This is an optimization exercise on Yosys and OpenROAD, whose aim is small area, a short achievable clock period and few clock cycles per item, not a production implementation. In this exercise RTL edits were held to simulation tests only and were not proved equivalent to the original. Power and IR drop assume default switching activity.

trial 88:
==> flow/design.v <==
module axi_lite_dut (
  input logic         clk,
  input logic         reset_n,
  input logic [31:0]  awaddr,
  input logic         awvalid,
  output logic        awready,
  input logic [31:0]  wdata,
  input logic         wvalid,
  output logic        wready,
  output logic        bvalid,
  input logic         bready,
  input logic [31:0]  araddr,
  input logic         arvalid,
  output logic        arready,
  output logic [31:0] rdata,
  output logic        rvalid,
  input logic         rready
);
  logic [7:0]  wb_a;
  logic [31:0] wb_d;
  logic        wb_av, wb_dv;
  logic [3:0]  bcnt;             
  logic        aw_in, w_in, commit, complete, b_take;
  logic        av_n, dv_n;
  logic [3:0]  bcnt_n;
  assign aw_in    = awvalid && awready;
  assign w_in     = wvalid && wready;
  assign commit   = wb_av && wb_dv;
  assign av_n     = aw_in || (wb_av && !commit);
  assign dv_n     = w_in  || (wb_dv && !commit);
  assign complete = av_n && dv_n;
  assign b_take   = bvalid && bready;
  assign bcnt_n   = bcnt + {3'b0, complete} - {3'b0, b_take};
  always_ff @(posedge clk or negedge reset_n) begin
    if (!reset_n) begin
      wb_av   <= 1'b0;
      wb_dv   <= 1'b0;
      bcnt    <= 4'd0;
      bvalid  <= 1'b0;
      awready <= 1'b0;
      wready  <= 1'b0;
    end else begin
      wb_av   <= av_n;
      wb_dv   <= dv_n;
      bcnt    <= bcnt_n;
      bvalid  <= bcnt_n != 4'd0;
      awready <= !(av_n && !dv_n) && bcnt_n < 4'd8;
      wready  <= !(dv_n && !av_n) && bcnt_n < 4'd8;
    end
  end
  logic [7:0]  a_n;
  logic [15:0] wh, wl;           
  assign a_n = aw_in ? awaddr[7:0] : wb_a;
  always_ff @(posedge clk) begin
    if (aw_in) wb_a <= awaddr[7:0];
    if (w_in)  wb_d <= wdata;
    for (int i = 0; i < 16; i++) begin
      wh[i] <= complete && a_n[7:4] == i[3:0];
      wl[i] <= a_n[3:0] == i[3:0];
    end
  end
  logic r_free;
  assign r_free  = !rvalid || rready;
  assign arready = r_free;
  always_ff @(posedge clk or negedge reset_n) begin
    if (!reset_n)
      rvalid <= 1'b0;
    else if (r_free)
      rvalid <= arvalid;
  end
  logic [15:0]  rh_n;            
  logic [15:0]  rl;              
  logic [255:0] we, nwe;         
  always_comb begin
    for (int i = 0; i < 16; i++) begin
      rh_n[i] = araddr[7:4] != i[3:0];
      rl[i]   = araddr[3:0] == i[3:0];
    end
  end
  logic [255:0][31:0] mem;       
  logic [255:0][31:0] mem_n;     
  logic [15:0][31:0]  cand_n;    
  for (genvar h = 0; h < 16; h++) begin : g_grp
    for (genvar l = 0; l < 16; l++) begin : g_w
      localparam int W = 16 * h + l;
      dut_and2  u_we  (.a(wh[h]), .b(wl[l]), .y(we[W]));
      dut_nand2 u_nwe (.a(wh[h]), .b(wl[l]), .y(nwe[W]));
      dut_ao22  u_n   (.a({32{we[W]}}), .b(wb_d), .c({32{nwe[W]}}), .d(mem[W]), .y(mem_n[W]));
    end
    logic [1:0][31:0] o8;        
    dut_or8   u_r0 (.s(rl[7:0]),  .q(mem[16*h +: 8]),     .y(o8[0]));
    dut_or8   u_r1 (.s(rl[15:8]), .q(mem[16*h + 8 +: 8]), .y(o8[1]));
    dut_nor2w u_r2 (.a(o8[0]), .b(o8[1]), .y(cand_n[h]));
  end
  always_ff @(posedge clk)
    mem <= mem_n;
  logic [7:0][31:0] m1;          
  logic [3:0][31:0] m2;          
  logic [1:0][31:0] m3;          
  logic [31:0]      rword_n;     
  logic [31:0]      rnext;
  for (genvar i = 0; i < 8; i++) begin : g_m1
    dut_oai22 u (.a({32{rh_n[2*i]}}), .b(cand_n[2*i]), .c({32{rh_n[2*i+1]}}), .d(cand_n[2*i+1]), .y(m1[i]));
  end
  for (genvar i = 0; i < 4; i++) begin : g_m2
    dut_nor2w u (.a(m1[2*i]), .b(m1[2*i+1]), .y(m2[i]));
  end
  for (genvar i = 0; i < 2; i++) begin : g_m3
    dut_nand2w u (.a(m2[2*i]), .b(m2[2*i+1]), .y(m3[i]));
  end
  dut_nor2w u_m4 (.a(m3[0]), .b(m3[1]), .y(rword_n));
  dut_load u_ld (.s({32{r_free}}), .wn(rword_n), .q(rdata), .y(rnext));
  always_ff @(posedge clk)
    rdata <= rnext;
endmodule
module dut_and2 (input logic a, b, output logic y);
  assign y = a & b;
endmodule
module dut_nand2 (input logic a, b, output logic y);
  assign y = ~(a & b);
endmodule
module dut_nor2w (input logic [31:0] a, b, output logic [31:0] y);
  assign y = ~(a | b);
endmodule
module dut_nand2w (input logic [31:0] a, b, output logic [31:0] y);
  assign y = ~(a & b);
endmodule
module dut_ao22 (input logic [31:0] a, b, c, d, output logic [31:0] y);
  assign y = (a & b) | (c & d);
endmodule
module dut_oai22 (input logic [31:0] a, b, c, d, output logic [31:0] y);
  assign y = ~((a | b) & (c | d));
endmodule
module dut_or8 (input logic [7:0] s, input logic [7:0][31:0] q, output logic [31:0] y);
  logic [3:0][31:0] p;
  for (genvar i = 0; i < 4; i++) begin : g_p
    assign p[i] = ~(({32{s[2*i]}} & q[2*i]) | ({32{s[2*i+1]}} & q[2*i+1]));
  end
  assign y = ~(p[0] & p[1] & p[2] & p[3]);
endmodule
module dut_load (input logic [31:0] s, wn, q, output logic [31:0] y);
  assign y = (s & ~wn) | (~s & q);
endmodule
clock: 4.5 ns
lec_check: 0
cap_margin: 55
core_margin: 2
core_utilization: 64
cts_cluster_diameter: 80
cts_cluster_size: 25
place_density: 0.74
setup_slack_margin: 2.0
slew_margin: 50
synth_hierarchical: 1
synth_memory_max_bits: 8192
tns_end_percent: 10
run.sh (not shown) runs the stock make flow with config.mk's settings and CLKGATE_MAP_FILE= SYNTH_SCRIPT=/design/flow/synth_recipe.tcl, a recipe that flattens the netlist after the stock synthesis.
Testbench counts of trial 88, summed over its fixed seeds: cycles 14,228, items 16,000.
Relative to trial 88, the following input files were edited for build 41:
--- a/flow/design.v
+++ b/flow/design.v
@@ -67,17 +67,14 @@
       rvalid <= 1'b0;
     else if (r_free)
       rvalid <= arvalid;
   end
   logic [15:0]  rh_n;            
-  logic [15:0]  rl;              
   logic [255:0] we, nwe;         
   always_comb begin
-    for (int i = 0; i < 16; i++) begin
+    for (int i = 0; i < 16; i++)
       rh_n[i] = araddr[7:4] != i[3:0];
-      rl[i]   = araddr[3:0] == i[3:0];
-    end
   end
   logic [255:0][31:0] mem;       
   logic [255:0][31:0] mem_n;     
   logic [15:0][31:0]  cand_n;    
   for (genvar h = 0; h < 16; h++) begin : g_grp
@@ -86,10 +83,17 @@
       dut_and2  u_we  (.a(wh[h]), .b(wl[l]), .y(we[W]));
       dut_nand2 u_nwe (.a(wh[h]), .b(wl[l]), .y(nwe[W]));
       dut_ao22  u_n   (.a({32{we[W]}}), .b(wb_d), .c({32{nwe[W]}}), .d(mem[W]), .y(mem_n[W]));
     end
     logic [1:0][31:0] o8;        
+    logic [15:0]      rl;        
+    logic [3:0]       pl, ph;    
+    dut_dec2  u_pl (.a(araddr[1:0]), .y(pl));
+    dut_dec2  u_ph (.a(araddr[3:2]), .y(ph));
+    for (genvar l = 0; l < 16; l++) begin : g_rl
+      dut_and2 u (.a(ph[l / 4]), .b(pl[l % 4]), .y(rl[l]));
+    end
     dut_or8   u_r0 (.s(rl[7:0]),  .q(mem[16*h +: 8]),     .y(o8[0]));
     dut_or8   u_r1 (.s(rl[15:8]), .q(mem[16*h + 8 +: 8]), .y(o8[1]));
     dut_nor2w u_r2 (.a(o8[0]), .b(o8[1]), .y(cand_n[h]));
   end
   always_ff @(posedge clk)
@@ -129,10 +133,14 @@
   assign y = (a & b) | (c & d);
 endmodule
 module dut_oai22 (input logic [31:0] a, b, c, d, output logic [31:0] y);
   assign y = ~((a | b) & (c | d));
 endmodule
+module dut_dec2 (input logic [1:0] a, output logic [3:0] y);
+  always_comb
+    for (int i = 0; i < 4; i++) y[i] = a == i[1:0];
+endmodule
 module dut_or8 (input logic [7:0] s, input logic [7:0][31:0] q, output logic [31:0] y);
   logic [3:0][31:0] p;
   for (genvar i = 0; i < 4; i++) begin : g_p
     assign p[i] = ~(({32{s[2*i]}} & q[2*i]) | ({32{s[2*i+1]}} & q[2*i+1]));
   end
Notes after the runs:
Going from trial 88 to build 41, number of cells produced by synthesis grew slightly. Compared build 41 vs trial 88, and sequential share of layout area is up in build 41. Compared with trial 88, build 41 shows a lower met1 usage in global routing. Delta (build 41 minus trial 88): final weighted congestion in routability-driven placement moved down; fraction of power spent switching nets level; global routing usage on met2 moved down; fmax moved up; effective utilization at floorplan level. Build 41 ends up with lower area fraction in compound gates after synthesis than trial 88 does. [compare] base=trial 88 new=build 41: number of cells in the design after placement has decreased, worst hold slack has increased, setup slack has increased.
Testbench counts of build 41, summed over its fixed seeds: cycles 14,228, items 16,000.

========
## the reference run
Another version of the RTL of axi_lite_dut (not shown whole).
Size in the first run: ~24000 cells after synthesis, roughly 8300 flip-flops, about 140 I/O pins, roughly 290000 um2 of cells after synthesis.
==> module axi_lite_dut, before the edit <==
module axi_lite_dut (
  input logic         clk,
  input logic         reset_n,
  input logic [31:0]  awaddr,
  input logic         awvalid,
  output logic        awready,
  input logic [31:0]  wdata,
  input logic         wvalid,
  output logic        wready,
  output logic        bvalid,
  input logic         bready,
  input logic [31:0]  araddr,
  input logic         arvalid,
  output logic        arready,
  output logic [31:0] rdata,
  output logic        rvalid,
  input logic         rready
);
  logic [7:0]  wb_a;
  logic [31:0] wb_d;
  logic        wb_av, wb_dv;
  logic [3:0]  bcnt;             
  logic        aw_in, w_in, commit, complete, b_take;
  logic        av_n, dv_n;
  logic [3:0]  bcnt_n;
  assign aw_in    = awvalid && awready;
  assign w_in     = wvalid && wready;
  assign commit   = wb_av && wb_dv;
  assign av_n     = aw_in || (wb_av && !commit);
  assign dv_n     = w_in  || (wb_dv && !commit);
  assign complete = av_n && dv_n;
  assign b_take   = bvalid && bready;
  assign bcnt_n   = bcnt + {3'b0, complete} - {3'b0, b_take};
  always_ff @(posedge clk) begin
    if (!reset_n) begin
      wb_av   <= 1'b0;
      wb_dv   <= 1'b0;
      bcnt    <= 4'd0;
      bvalid  <= 1'b0;
      awready <= 1'b0;
      wready  <= 1'b0;
    end else begin
      wb_av   <= av_n;
      wb_dv   <= dv_n;
      bcnt    <= bcnt_n;
      bvalid  <= bcnt_n != 4'd0;
      awready <= !(av_n && !dv_n) && bcnt_n < 4'd8;
      wready  <= !(dv_n && !av_n) && bcnt_n < 4'd8;
    end
  end
  logic [7:0]  a_n;
  logic [15:0] wh, wl;           
  assign a_n = aw_in ? awaddr[7:0] : wb_a;
  always_ff @(posedge clk) begin
    if (aw_in) wb_a <= awaddr[7:0];
    if (w_in)  wb_d <= wdata;
    for (int i = 0; i < 16; i++) begin
      wh[i] <= complete && a_n[7:4] == i[3:0];
      wl[i] <= a_n[3:0] == i[3:0];
    end
  end
  logic r_free;
  assign r_free  = !rvalid || rready;
  assign arready = r_free;
  always_ff @(posedge clk) begin
    if (!reset_n)
      rvalid <= 1'b0;
    else if (r_free)
      rvalid <= arvalid;
  end
  logic [15:0]  rh_n;            
  logic [255:0] we, nwe;         
  always_comb begin
    for (int i = 0; i < 16; i++)
      rh_n[i] = araddr[7:4] != i[3:0];
  end
  logic [255:0][31:0] mem;       
  logic [255:0][31:0] mem_n;     
  logic [15:0][31:0]  cand_n;    
  for (genvar h = 0; h < 16; h++) begin : g_grp
    for (genvar l = 0; l < 16; l++) begin : g_w
      localparam int W = 16 * h + l;
      dut_and2  u_we  (.a(wh[h]), .b(wl[l]), .y(we[W]));
      dut_nand2 u_nwe (.a(wh[h]), .b(wl[l]), .y(nwe[W]));
      dut_ao22  u_n   (.a({32{we[W]}}), .b(wb_d), .c({32{nwe[W]}}), .d(mem[W]), .y(mem_n[W]));
    end
    logic [1:0][31:0] o8;        
    logic [15:0]      rl;        
    dut_dec4  u_rl (.a(araddr[3:0]), .y(rl));
    dut_or8   u_r0 (.s(rl[7:0]),  .q(mem[16*h +: 8]),     .y(o8[0]));
    dut_or8   u_r1 (.s(rl[15:8]), .q(mem[16*h + 8 +: 8]), .y(o8[1]));
    dut_nor2w u_r2 (.a(o8[0]), .b(o8[1]), .y(cand_n[h]));
  end
  always_ff @(posedge clk)
    mem <= mem_n;
  logic [7:0][31:0] m1;          
  logic [3:0][31:0] m2;          
  logic [1:0][31:0] m3;          
  logic [31:0]      rword_n;     
  logic [31:0]      rnext;
  for (genvar i = 0; i < 8; i++) begin : g_m1
    dut_oai22 u (.a({32{rh_n[2*i]}}), .b(cand_n[2*i]), .c({32{rh_n[2*i+1]}}), .d(cand_n[2*i+1]), .y(m1[i]));
  end
  for (genvar i = 0; i < 4; i++) begin : g_m2
    dut_nor2w u (.a(m1[2*i]), .b(m1[2*i+1]), .y(m2[i]));
  end
  for (genvar i = 0; i < 2; i++) begin : g_m3
    dut_nand2w u (.a(m2[2*i]), .b(m2[2*i+1]), .y(m3[i]));
  end
  dut_nor2w u_m4 (.a(m3[0]), .b(m3[1]), .y(rword_n));
  dut_load u_ld (.s({32{r_free}}), .wn(rword_n), .q(rdata), .y(rnext));
  always_ff @(posedge clk)
    rdata <= rnext;
endmodule
export LEC_CHECK = 0
export CAP_MARGIN = 20
export CORE_MARGIN = 2
export CORE_UTILIZATION = 64
export CTS_CLUSTER_DIAMETER = 80
export CTS_CLUSTER_SIZE = 25
export PLACE_DENSITY = 0.74
export SETUP_SLACK_MARGIN = 2.0
export SLEW_MARGIN = 20
export SYNTH_HIERARCHICAL = 1
export SYNTH_MEMORY_MAX_BITS = 8192
create_clock -name core_clock -period 4.5 [get_ports {clk}]
Testbench counts of the reference run, summed over its fixed seeds: cycles 14,228, items 16,000.
Input-level comparison between the trial run and the reference run:
diff --git a/flow/design.v b/flow/design.v
--- a/flow/design.v
+++ b/flow/design.v
@@ -92,28 +92,27 @@
     dut_nor2w u_r2 (.a(o8[0]), .b(o8[1]), .y(cand_n[h]));
   end
   always_ff @(posedge clk)
     mem <= mem_n;
   logic [7:0][31:0] m1;          
   logic [3:0][31:0] m2;          
-  logic [1:0][31:0] m3;          
-  logic [31:0]      rword_n;     
-  logic [31:0]      rnext;
+  logic [3:0][31:0] quarter;     
+  logic [3:0][31:0] quarter_n;
+  logic [1:0][31:0] rd_n;
   for (genvar i = 0; i < 8; i++) begin : g_m1
     dut_oai22 u (.a({32{rh_n[2*i]}}), .b(cand_n[2*i]), .c({32{rh_n[2*i+1]}}), .d(cand_n[2*i+1]), .y(m1[i]));
   end
   for (genvar i = 0; i < 4; i++) begin : g_m2
     dut_nor2w u (.a(m1[2*i]), .b(m1[2*i+1]), .y(m2[i]));
+    dut_load  u_ld (.s({32{r_free}}), .wn(m2[i]), .q(quarter[i]), .y(quarter_n[i]));
   end
-  for (genvar i = 0; i < 2; i++) begin : g_m3
-    dut_nand2w u (.a(m2[2*i]), .b(m2[2*i+1]), .y(m3[i]));
-  end
-  dut_nor2w u_m4 (.a(m3[0]), .b(m3[1]), .y(rword_n));
-  dut_load u_ld (.s({32{r_free}}), .wn(rword_n), .q(rdata), .y(rnext));
   always_ff @(posedge clk)
-    rdata <= rnext;
+    quarter <= quarter_n;
+  dut_nor2w  u_o0 (.a(quarter[0]), .b(quarter[1]), .y(rd_n[0]));
+  dut_nor2w  u_o1 (.a(quarter[2]), .b(quarter[3]), .y(rd_n[1]));
+  dut_nand2w u_o2 (.a(rd_n[0]), .b(rd_n[1]), .y(rdata));
 endmodule
 module dut_and2 (input logic a, b, output logic y);
   assign y = a & b;
 endmodule
 module dut_nand2 (input logic a, b, output logic y);
   assign y = ~(a & b);
Results
There was hardly any difference in final area between the trial run and the reference run. When the trial run is measured against the reference run, its multi-input combinational cell count turns out 96 higher. The trial run vs the reference run — routed wire length on met2 rose about 0.6%. The power consumed by combinational cells of the reference run and that of the trial run are within noise of each other. Diff the reference run..the trial run | multi-input gate share of the layout cell area | negligible.
Testbench counts of the trial run, summed over its fixed seeds: cycles 14,228, items 16,000.

==> static timing again, ports no longer ideal <==
The results above use ideal ports. As a check the final layouts listed here were re-extracted and re-timed, cells and wires unchanged.
Step 1 assumes that a clkbuf_16 drives the clock port and a buf_2 every other input.
Step 2, shift: input delay + t, output delay - t, t = (earliest + latest rising clock arrival at the registers) / 2. This alone moves slack from input paths to output paths.
a / b / c = ideal ports / drivers / drivers and shift; a / b = the first two.
run | t (ns) | setup WS [ns] | slew at the worst register clock pin (ns) | worst slew at a driven data input, ns
trial 88 | 1.172 | 1.355 / 1.426 / 0.253 | 0.11 / 0.11 | 0.26
build 41 | 1.190 | 1.445 / 1.202 / 0.012 | 0.11 / 0.11 | 0.46
the reference run | 1.185 | 1.463 / 1.205 / 0.020 | 0.11 / 0.11 | 0.49
the trial run | 1.192 | 1.137 / 1.010 / 0.109 | 0.11 / 0.11 | 0.82
After both steps setup and hold are still met in every run listed. The setup slack of the reference run, which loses most, moves by -0.258 ns with the drivers and by -1.443 ns with both steps.
